What follows belongs to an exercise in optimizing a design on an open flow for small area and a short achievable clock period; a production flow would make more cautious choices. At most, simulation tests tie the RTL to the original design; equivalence was not proved. No driver is modelled on the clock port, so clock power and skew are understated where the tree is cut down; a real chip needs a root buffer or a tree.

## conv2d_3x3
module conv2d_3x3 #(
    parameter SIZE  = 32 ,
    WEIGHT = 34,
    LENGHT = 302
) (
    input clk,
    input reset_n,
    input load,
    input en,
    input [SIZE-1:0] in,
    input [SIZE-1:0] k1,
    input [SIZE-1:0] k2,
    input [SIZE-1:0] k3,
    input [SIZE-1:0] k4,
    input [SIZE-1:0] k5,
    input [SIZE-1:0] k6,
    input [SIZE-1:0] k7,
    input [SIZE-1:0] k8,
    input [SIZE-1:0] k9,
    output valid_out,
    output[SIZE-1:0] out
);
For scale: roughly 20,000 cells after synthesis, about 360 I/O pins, ~250,000 um^2 of cells after synthesis.
clock: 40.0 ns
lec_check: 0
cap_margin: 20
core_margin: 2
core_utilization: 50
place_density: 0.6
slew_margin: 20
synth_hierarchical: 1
standard.sh (not shown) runs the stock make flow with config.mk's settings and CLKGATE_MAP_FILE= SYNTH_SCRIPT=/design/flow/synth_recipe.tcl, a recipe that flattens the netlist after the stock synthesis.
==> flow/flow/run.sh <==
#!/bin/bash
# Standard ORFS layout (the standard.sh) with:
#  - timing repair aimed below the design's period: repair_timing treats
#    slack under SETUP_SLACK_MARGIN as a violation (the SDC is the standard flow's);
#  - plain buffers on the ports;
#  - after repair_design, flow/load_tree.tcl rebuilds the buffer tree of the
#    load input as a clustered two-level tree, and puts each output's port
#    buffer and its flip-flop next to the pin;
#  - larger clock-tree sink clusters; after CTS, flow/clk_inv.tcl turns the
#    tree's buffers into inverters (an even number per path, so every
#    register still sees the clock unchanged, with less insertion delay).
set -euo pipefail
export SETUP_SLACK_MARGIN=30.85
export BUFFER_PORTS_ARGS="-buffer_cell sky130_fd_sc_hd__buf_4"
export POST_RESIZE_TCL=$PWD/flow/load_tree.tcl
export POST_CTS_TCL=$PWD/flow/clk_inv.tcl
export CTS_ARGS="-sink_clustering_enable -repair_clock_nets -sink_clustering_size 25 -sink_clustering_max_diameter 120 -dont_use_dummy_load"
bash standard.sh > flow_make.log 2>&1
==> flow/flow/clk_inv.tcl <==
# The clock tree's first two levels (the root buffer and the buffers it
# drives) become inverters: every path from the clock port keeps an even
# number of inversions (two inverters, then buffers), and the inverters'
# single stage shortens the insertion delay of all registers alike.
namespace eval ci {
  proc is_clkbuf {inst} { return [regexp {__clkbuf_[0-9]+$} [[$inst getMaster] getName]] }
  proc outnet {inst} {
    foreach it [$inst getITerms] { if {[$it isOutputSignal]} { return [$it getNet] } }
    return "NULL"
  }
  proc swap {inst cell} {
    set block [ord::get_db_block]
    set db [ord::get_db]
    set inet [[$inst findITerm A] getNet]
    set onet [[$inst findITerm X] getNet]
    lassign [$inst getLocation] x y
    set name [$inst getName]
    odb::dbInst_destroy $inst
    set ni [odb::dbInst_create $block [$db findMaster $cell] "${name}_inv"]
    $ni setLocation $x $y
    $ni setPlacementStatus PLACED
    [$ni findITerm A] connect $inet
    [$ni findITerm Y] connect $onet
  }
  proc run {cell} {
    set block [ord::get_db_block]
    set cnet [[$block findBTerm clk] getNet]
    set roots {}
    foreach it [$cnet getITerms] { lappend roots [$it getInst] }
    if {[llength $roots] != 1 || ![is_clkbuf [lindex $roots 0]]} { puts "clk_inv: clock port does not drive one buffer, nothing done"; return }
    set root [lindex $roots 0]
    set kids {}
    foreach it [[outnet $root] getITerms] {
      if {[$it isOutputSignal]} continue
      set k [$it getInst]
      if {![is_clkbuf $k]} { puts "clk_inv: root drives a non-buffer ([$k getName]), nothing done"; return }
      lappend kids $k
    }
    foreach k $kids {
      foreach it [[outnet $k] getITerms] {
        if {[$it isOutputSignal]} continue
        if {![is_clkbuf [$it getInst]]} { puts "clk_inv: level-2 buffer drives a non-buffer, nothing done"; return }
      }
    }
    # every root-to-register path must hold the same number of buffers
    set level [list $root]
    set depth 1
    set all {}
    set leaves {}
    while {[llength $level]} {
      set next {}
      foreach b $level {
        lappend all [list $b $depth]
        set nb 0; set nr 0
        foreach it [[outnet $b] getITerms] {
          if {[$it isOutputSignal]} continue
          if {[is_clkbuf [$it getInst]]} { lappend next [$it getInst]; incr nb } else { incr nr }
        }
        if {$nb && $nr} { puts "clk_inv: mixed buffer drives registers and buffers, nothing done"; return }
        if {$nr} { lappend leaves [list $b $depth $nr] }
      }
      set level $next
      incr depth
    }
    set depths [lsort -unique [lmap l $leaves {lindex $l 1}]]
    if {[llength $depths] != 1 || [lindex $depths 0] % 2} { puts "clk_inv: leaf depths $depths, nothing done"; return }
    set nl 0
    foreach l $leaves {
      lassign $l b d nr
      if {$nr > 30} { set c sky130_fd_sc_hd__clkinv_16 } elseif {$nr > 12} { set c sky130_fd_sc_hd__clkinv_8 } else { set c sky130_fd_sc_hd__clkinv_4 }
      set leafcell([$b getName]) $c
    }
    foreach a $all {
      lassign $a b d
      set nm [$b getName]
      if {[info exists leafcell($nm)]} { swap $b $leafcell($nm); incr nl } else { swap $b $cell }
    }
    puts "clk_inv: [llength $all] clock buffers (depth [lindex $depths 0]) replaced by inverters, $nl leaves sized by fanout"
  }
}
ci::run sky130_fd_sc_hd__clkinv_16
detailed_placement
check_placement -verbose
estimate_parasitics -placement
repair_timing_helper
detailed_placement
check_placement -verbose
Other scripts of this flow, unchanged in this note and not shown: flow/flow/load_tree.tcl
The baseline finished clean.
Next try:
CORE_UTILIZATION = 60   (was 50)
PLACE_DENSITY = 0.7   (was 0.6)
After rerunning: Die area is lower by about a fifth. Worst setup slack got worse by 0.012 ns. Final cell count shrinks by a few percent. Cell area came out lower slightly. Clock skew climbs by 0.0035 ns. Routed wire length drops by a few percent.
Next try:
--- a/flow/flow/run.sh
+++ b/flow/flow/run.sh
@@ -8,8 +8,8 @@
 #    buffer and its flip-flop next to the pin;
 #  - larger clock-tree sink clusters; after CTS, flow/clk_inv.tcl turns the
-#    tree's buffers into inverters (an even number per path, so every
+#    tree's first two levels into inverters (two per path, so every
 #    register still sees the clock unchanged, with less insertion delay).
 set -euo pipefail
-export SETUP_SLACK_MARGIN=30.85
+export SETUP_SLACK_MARGIN=30.75
 export BUFFER_PORTS_ARGS="-buffer_cell sky130_fd_sc_hd__buf_4"
 export POST_RESIZE_TCL=$PWD/flow/load_tree.tcl
--- a/flow/flow/clk_inv.tcl
+++ b/flow/flow/clk_inv.tcl
@@ -43,38 +43,7 @@
       }
     }
-    # every root-to-register path must hold the same number of buffers
-    set level [list $root]
-    set depth 1
-    set all {}
-    set leaves {}
-    while {[llength $level]} {
-      set next {}
-      foreach b $level {
-        lappend all [list $b $depth]
-        set nb 0; set nr 0
-        foreach it [[outnet $b] getITerms] {
-          if {[$it isOutputSignal]} continue
-          if {[is_clkbuf [$it getInst]]} { lappend next [$it getInst]; incr nb } else { incr nr }
-        }
-        if {$nb && $nr} { puts "clk_inv: mixed buffer drives registers and buffers, nothing done"; return }
-        if {$nr} { lappend leaves [list $b $depth $nr] }
-      }
-      set level $next
-      incr depth
-    }
-    set depths [lsort -unique [lmap l $leaves {lindex $l 1}]]
-    if {[llength $depths] != 1 || [lindex $depths 0] % 2} { puts "clk_inv: leaf depths $depths, nothing done"; return }
-    set nl 0
-    foreach l $leaves {
-      lassign $l b d nr
-      if {$nr > 30} { set c sky130_fd_sc_hd__clkinv_16 } elseif {$nr > 12} { set c sky130_fd_sc_hd__clkinv_8 } else { set c sky130_fd_sc_hd__clkinv_4 }
-      set leafcell([$b getName]) $c
-    }
-    foreach a $all {
-      lassign $a b d
-      set nm [$b getName]
-      if {[info exists leafcell($nm)]} { swap $b $leafcell($nm); incr nl } else { swap $b $cell }
-    }
-    puts "clk_inv: [llength $all] clock buffers (depth [lindex $depths 0]) replaced by inverters, $nl leaves sized by fanout"
+    swap $root $cell
+    foreach k $kids { swap $k $cell }
+    puts "clk_inv: root and [llength $kids] level-2 clock buffers replaced by $cell"
   }
 }
CORE_UTILIZATION = 50   (was 60)
PLACE_DENSITY = 0.6   (was 0.7)
The new run completed without violations.
Wire length climbs by 3.7%.
Critical path depth is unchanged.
Register-to-register slack loses 0.12 ns.
Synthesized area does not change.
Synthesized cell count stays the same.
Global-route usage drops by 4.1 points.
Sequential cell count does not change.
Final cell count came out higher by 4.2%.
Maximum frequency fell by 0.66%.
The clock cells of the first and second runs of this note come from the design's own scripts or RTL, not from TritonCTS.

conv2d_3x3 again, from the RTL that the note above started with.
// conv2d_3x3
module conv2d_3x3 #(
    parameter SIZE  = 32 ,
    WEIGHT = 34,
    LENGHT = 302
) (
    input clk,
    input reset_n,
    input load,
    input en,
    input [SIZE-1:0] in,
    input [SIZE-1:0] k1,
    input [SIZE-1:0] k2,
    input [SIZE-1:0] k3,
    input [SIZE-1:0] k4,
    input [SIZE-1:0] k5,
    input [SIZE-1:0] k6,
    input [SIZE-1:0] k7,
    input [SIZE-1:0] k8,
    input [SIZE-1:0] k9,
    output valid_out,
    output[SIZE-1:0] out
);
==> flow/config.mk <==
export PLATFORM = sky130hd
export DESIGN_NAME = conv2d_3x3
export DESIGN_NICKNAME = conv2d_3x3
export VERILOG_FILES = /design/flow/design.v
export SDC_FILE = /design/flow/constraint.sdc
export NUM_CORES = 8
export LEC_CHECK = 0
export CAP_MARGIN = 20
export CORE_MARGIN = 2
export CORE_UTILIZATION = 45
export PLACE_DENSITY = 0.55
export SLEW_MARGIN = 20
export SYNTH_HIERARCHICAL = 1
==> flow/constraint.sdc <==
create_clock -name core_clock -period 40.0 [get_ports {clk}]
set_input_delay 8.0000 -clock core_clock [delete_from_list [all_inputs] [get_ports {clk}]]
set_output_delay 8.0000 -clock core_clock [all_outputs]
set_load 0.01 [all_outputs]
==> flow/flow/run.sh <==
#!/bin/bash
# Standard ORFS layout (the standard.sh) with:
#  - timing repair aimed below the design's period: repair_timing treats
#    slack under SETUP_SLACK_MARGIN as a violation (the SDC is the standard flow's);
#  - plain buffers on the ports;
#  - after repair_design, flow/load_tree.tcl rebuilds the buffer tree of the
#    load input as a clustered two-level tree, and puts each output's port
#    buffer and its flip-flop next to the pin;
#  - larger clock-tree sink clusters.
set -euo pipefail
export SETUP_SLACK_MARGIN=30.55
export BUFFER_PORTS_ARGS="-buffer_cell sky130_fd_sc_hd__buf_4"
export POST_RESIZE_TCL=$PWD/flow/load_tree.tcl
export CTS_ARGS="-sink_clustering_enable -repair_clock_nets -sink_clustering_size 25 -sink_clustering_max_diameter 80 -dont_use_dummy_load"
bash standard.sh > flow_make.log 2>&1
Other scripts of this flow, unchanged in this note and not shown: flow/flow/load_tree.tcl
Change:
--- a/flow/flow/run.sh
+++ b/flow/flow/run.sh
@@ -12,4 +12,4 @@
 export BUFFER_PORTS_ARGS="-buffer_cell sky130_fd_sc_hd__buf_4"
 export POST_RESIZE_TCL=$PWD/flow/load_tree.tcl
-export CTS_ARGS="-sink_clustering_enable -repair_clock_nets -sink_clustering_size 25 -sink_clustering_max_diameter 80 -dont_use_dummy_load"
+export CTS_ARGS="-sink_clustering_enable -repair_clock_nets -sink_clustering_size 25 -sink_clustering_max_diameter 120 -dont_use_dummy_load"
 bash standard.sh > flow_make.log 2>&1
Settings changed: CORE_UTILIZATION 45 to 40, PLACE_DENSITY 0.55 to 0.5.
Outcome: Via count came out lower by 0.63%. Design area stays flat. Synthesized area is unchanged. Routed wire length went up by 3.5%. Hold slack improves by 0.043 ns. Maximum frequency is about the same. Sequential cell count stays the same.
Change:
Settings changed: CORE_UTILIZATION 40 to 50, PLACE_DENSITY 0.5 to 0.6.
Outcome: The changed run went through all stages and came out clean. Routed wire length shrinks by about 7%. Maximum frequency is about the same.

== wip/indigo ==
conv2d_3x3 again, from the RTL that the note above started with.
==> flow/config.mk <==
export PLATFORM = sky130hd
export DESIGN_NAME = conv2d_3x3
export DESIGN_NICKNAME = conv2d_3x3
export VERILOG_FILES = /design/flow/design.v
export SDC_FILE = /design/flow/constraint.sdc
export NUM_CORES = 8
export LEC_CHECK = 0
export CAP_MARGIN = 20
export CORE_MARGIN = 2
export CORE_UTILIZATION = 45
export GPL_TIMING_DRIVEN = 0
export PLACE_DENSITY = 0.55
export SLEW_MARGIN = 20
export SYNTH_HIERARCHICAL = 1
==> flow/constraint.sdc <==
create_clock -name core_clock -period 40.0 [get_ports {clk}]
set_input_delay 8.0000 -clock core_clock [delete_from_list [all_inputs] [get_ports {clk}]]
set_output_delay 8.0000 -clock core_clock [all_outputs]
set_load 0.01 [all_outputs]
==> flow/flow/run.sh <==
#!/bin/bash
# Standard ORFS layout (the standard.sh) with:
#  - timing repair aimed below the design's period: repair_timing treats
#    slack under SETUP_SLACK_MARGIN as a violation (the SDC is the standard flow's);
#  - plain buffers on the ports;
#  - after repair_design, flow/load_tree.tcl rebuilds the buffer tree of the
#    load input as a clustered two-level tree, and puts each output's port
#    buffer and its flip-flop next to the pin;
#  - larger clock-tree sink clusters.
set -euo pipefail
export SETUP_SLACK_MARGIN=30.55
export BUFFER_PORTS_ARGS="-buffer_cell sky130_fd_sc_hd__buf_4"
export POST_RESIZE_TCL=$PWD/flow/load_tree.tcl
export PRE_GLOBAL_PLACE_TCL=$PWD/flow/pre_gp.tcl
export CTS_ARGS="-sink_clustering_enable -repair_clock_nets -sink_clustering_size 25 -sink_clustering_max_diameter 120 -dont_use_dummy_load"
bash standard.sh > flow_make.log 2>&1
==> flow/flow/pre_gp.tcl <==
# Without timing-driven global placement ORFS keeps the buffers that
# synthesis (abc) inserted; remove them before placement as the
# timing-driven mode does.
remove_buffers
Other scripts of this flow, unchanged in this note and not shown: flow/flow/load_tree.tcl
wip/indigo | stages: all done | timing, DRC, antenna: all pass
### wip/indigo -> wip/yarrow
- GPL_TIMING_DRIVEN no longer set, was 0
diff --git a/flow/flow/run.sh b/flow/flow/run.sh
--- a/flow/flow/run.sh
+++ b/flow/flow/run.sh
@@ -13,3 +13,2 @@
 export POST_RESIZE_TCL=$PWD/flow/load_tree.tcl
-export PRE_GLOBAL_PLACE_TCL=$PWD/flow/pre_gp.tcl
 export CTS_ARGS="-sink_clustering_enable -repair_clock_nets -sink_clustering_size 25 -sink_clustering_max_diameter 120 -dont_use_dummy_load"
removed: flow/flow/pre_gp.tcl
Findings:
- ~same share of the clock period used by the worst path after layout in wip/yarrow and wip/indigo
- wip/yarrow — overall routing resource usage 0.53 points lower, wip/indigo as reference
- In terms of timing-limited maximum frequency, wip/indigo and wip/yarrow differ only marginally.
[inputs] wip/onyx vs wip/yarrow
- ABC_CLOCK_PERIOD_IN_PS newly set to 9500
### Flow results
- Sequential cell count delta (wip/yarrow -> wip/onyx): insignificant
- wip/yarrow -> wip/onyx: boundary pin count delta 0, exact match
- Reported for wip/yarrow and wip/onyx, count of buffers not belonging to the clock network in the layout turned out identical to the last digit.
- Reported for wip/yarrow and wip/onyx, met2 layer usage reported by global route turned out identical to the last digit.
Setup changes, wip/onyx to wip/garnet
- removing ABC_CLOCK_PERIOD_IN_PS (formerly 9500)
- changing PLACE_DENSITY from 0.55 to 0.76
- changing CORE_UTILIZATION from 45 to 66
[summary]
When wip/garnet is set beside wip/onyx, its starting utilization of the core area turns out to be 21 points larger.
Comparing wip/garnet and wip/onyx, worst setup slack after placement is lower on wip/onyx.
In the flow results for wip/garnet and wip/onyx, the aggregate routed wire length is larger on wip/onyx.
wip/garnet ends up with a worst-margin pin slew that is 0.048 ns higher than in wip/onyx.

== the baseline ==
Another version of the RTL of conv2d_3x3 (not shown whole).
Size: roughly 2800 flip-flops, about 360 I/O pins.
Settings: LEC_CHECK=0, CAP_MARGIN=20, CORE_MARGIN=2, CORE_UTILIZATION=45, PLACE_DENSITY=0.55, SLEW_MARGIN=20, SYNTH_HIERARCHICAL=1; clock period 40.0 ns.
==> flow/flow/run.sh <==
#!/bin/bash
set -euo pipefail
export SETUP_SLACK_MARGIN=${FLOW_SETUP_MARGIN:-30}
bash standard.sh > flow_make.log 2>&1
The baseline reached the final stage; the timing, design-rule and antenna checks on its layout passed.
diff inputs: the baseline => the candidate
==> flow/flow/run.sh <==
#!/bin/bash
# Standard ORFS layout with timing repair aimed below the design's period
# (repair_timing treats slack under SETUP_SLACK_MARGIN as a violation) and
# plain buffers on the ports.  The SDC is the standard flow's, unchanged.
set -euo pipefail
export SETUP_SLACK_MARGIN=30.6
export BUFFER_PORTS_ARGS="-buffer_cell sky130_fd_sc_hd__buf_4"
bash standard.sh > flow_make.log 2>&1
### Flow results
- The candidate vs the baseline — count of clock-buffer cells in the layout rose 11.
- The candidate ends up with a sequential portion of the cell area that is 0.39 points lower than in the baseline.
- Compared to the baseline, the candidate shows a wider setup margin.
- Post-DP HPWL (lower): the candidate
- The met3 track demand over resource was comparable across the baseline and the candidate.
- Relative to the baseline, last weighted congestion value of the routability-driven placer increased by 0.011 in the candidate.
- Of the baseline and the candidate, the run reporting the lower met2 track demand over resource was the candidate.
- Reported for the baseline and the candidate, sequential cell area turned out identical to the last digit.
- Reported for the baseline and the candidate, post-detailed-route DRC marker count turned out identical to the last digit.
- Area of all placed cells without fillers: the candidate > the baseline
Function was not checked in any run of this note: the RTL went through the layout flow alone.

-- static timing again, ports no longer ideal --
No port has a modelled driver above. Below, the same layouts with a new extraction and two added sets of constraints. Step 1, drivers: a clkbuf_16 drives clk and a buf_2 each remaining input, both assumed. Step 2 moves the port delays by t, midway between the first and last clock arrival at a register: inputs arrive t later, outputs are due t later. That takes back most of the time a late clock gives input paths. Slacks: ideal ports / drivers / drivers and shift; pairs: ideal ports / drivers.
run	t (ns)	slack for setup (ns)	worst setup path at the end
the first run of note 1	0.792	30.779 / 30.620 / 30.228	input to register
the second run of note 1	0.803	30.766 / 30.609 / 30.139	input to register
the third run of note 1	0.859	30.705 / 30.546 / 30.207	input to register
the first run of note 2	1.010	30.532 / 30.409 / 30.207	input to register
the second run of note 2	1.008	30.523 / 30.399 / 30.062	input to register
the third run of note 2	0.980	30.542 / 30.426 / 30.207	input to register
wip/indigo	0.999	30.528 / 30.405 / 30.092	input to register
wip/yarrow	0.998	30.540 / 30.412 / 30.186	input to register
wip/onyx	0.998	30.540 / 30.412 / 30.186	input to register
wip/garnet	0.983	30.530 / 30.406 / 30.267	input to register
the baseline	1.067	30.126 / 29.944 / 28.876	input to register
the candidate	1.083	30.282 / 30.161 / 29.325	input to register
After both steps setup and hold are still met in every run listed. The setup slack of the baseline, which loses most, moves by -0.182 ns with the drivers and by -1.250 ns with both steps.
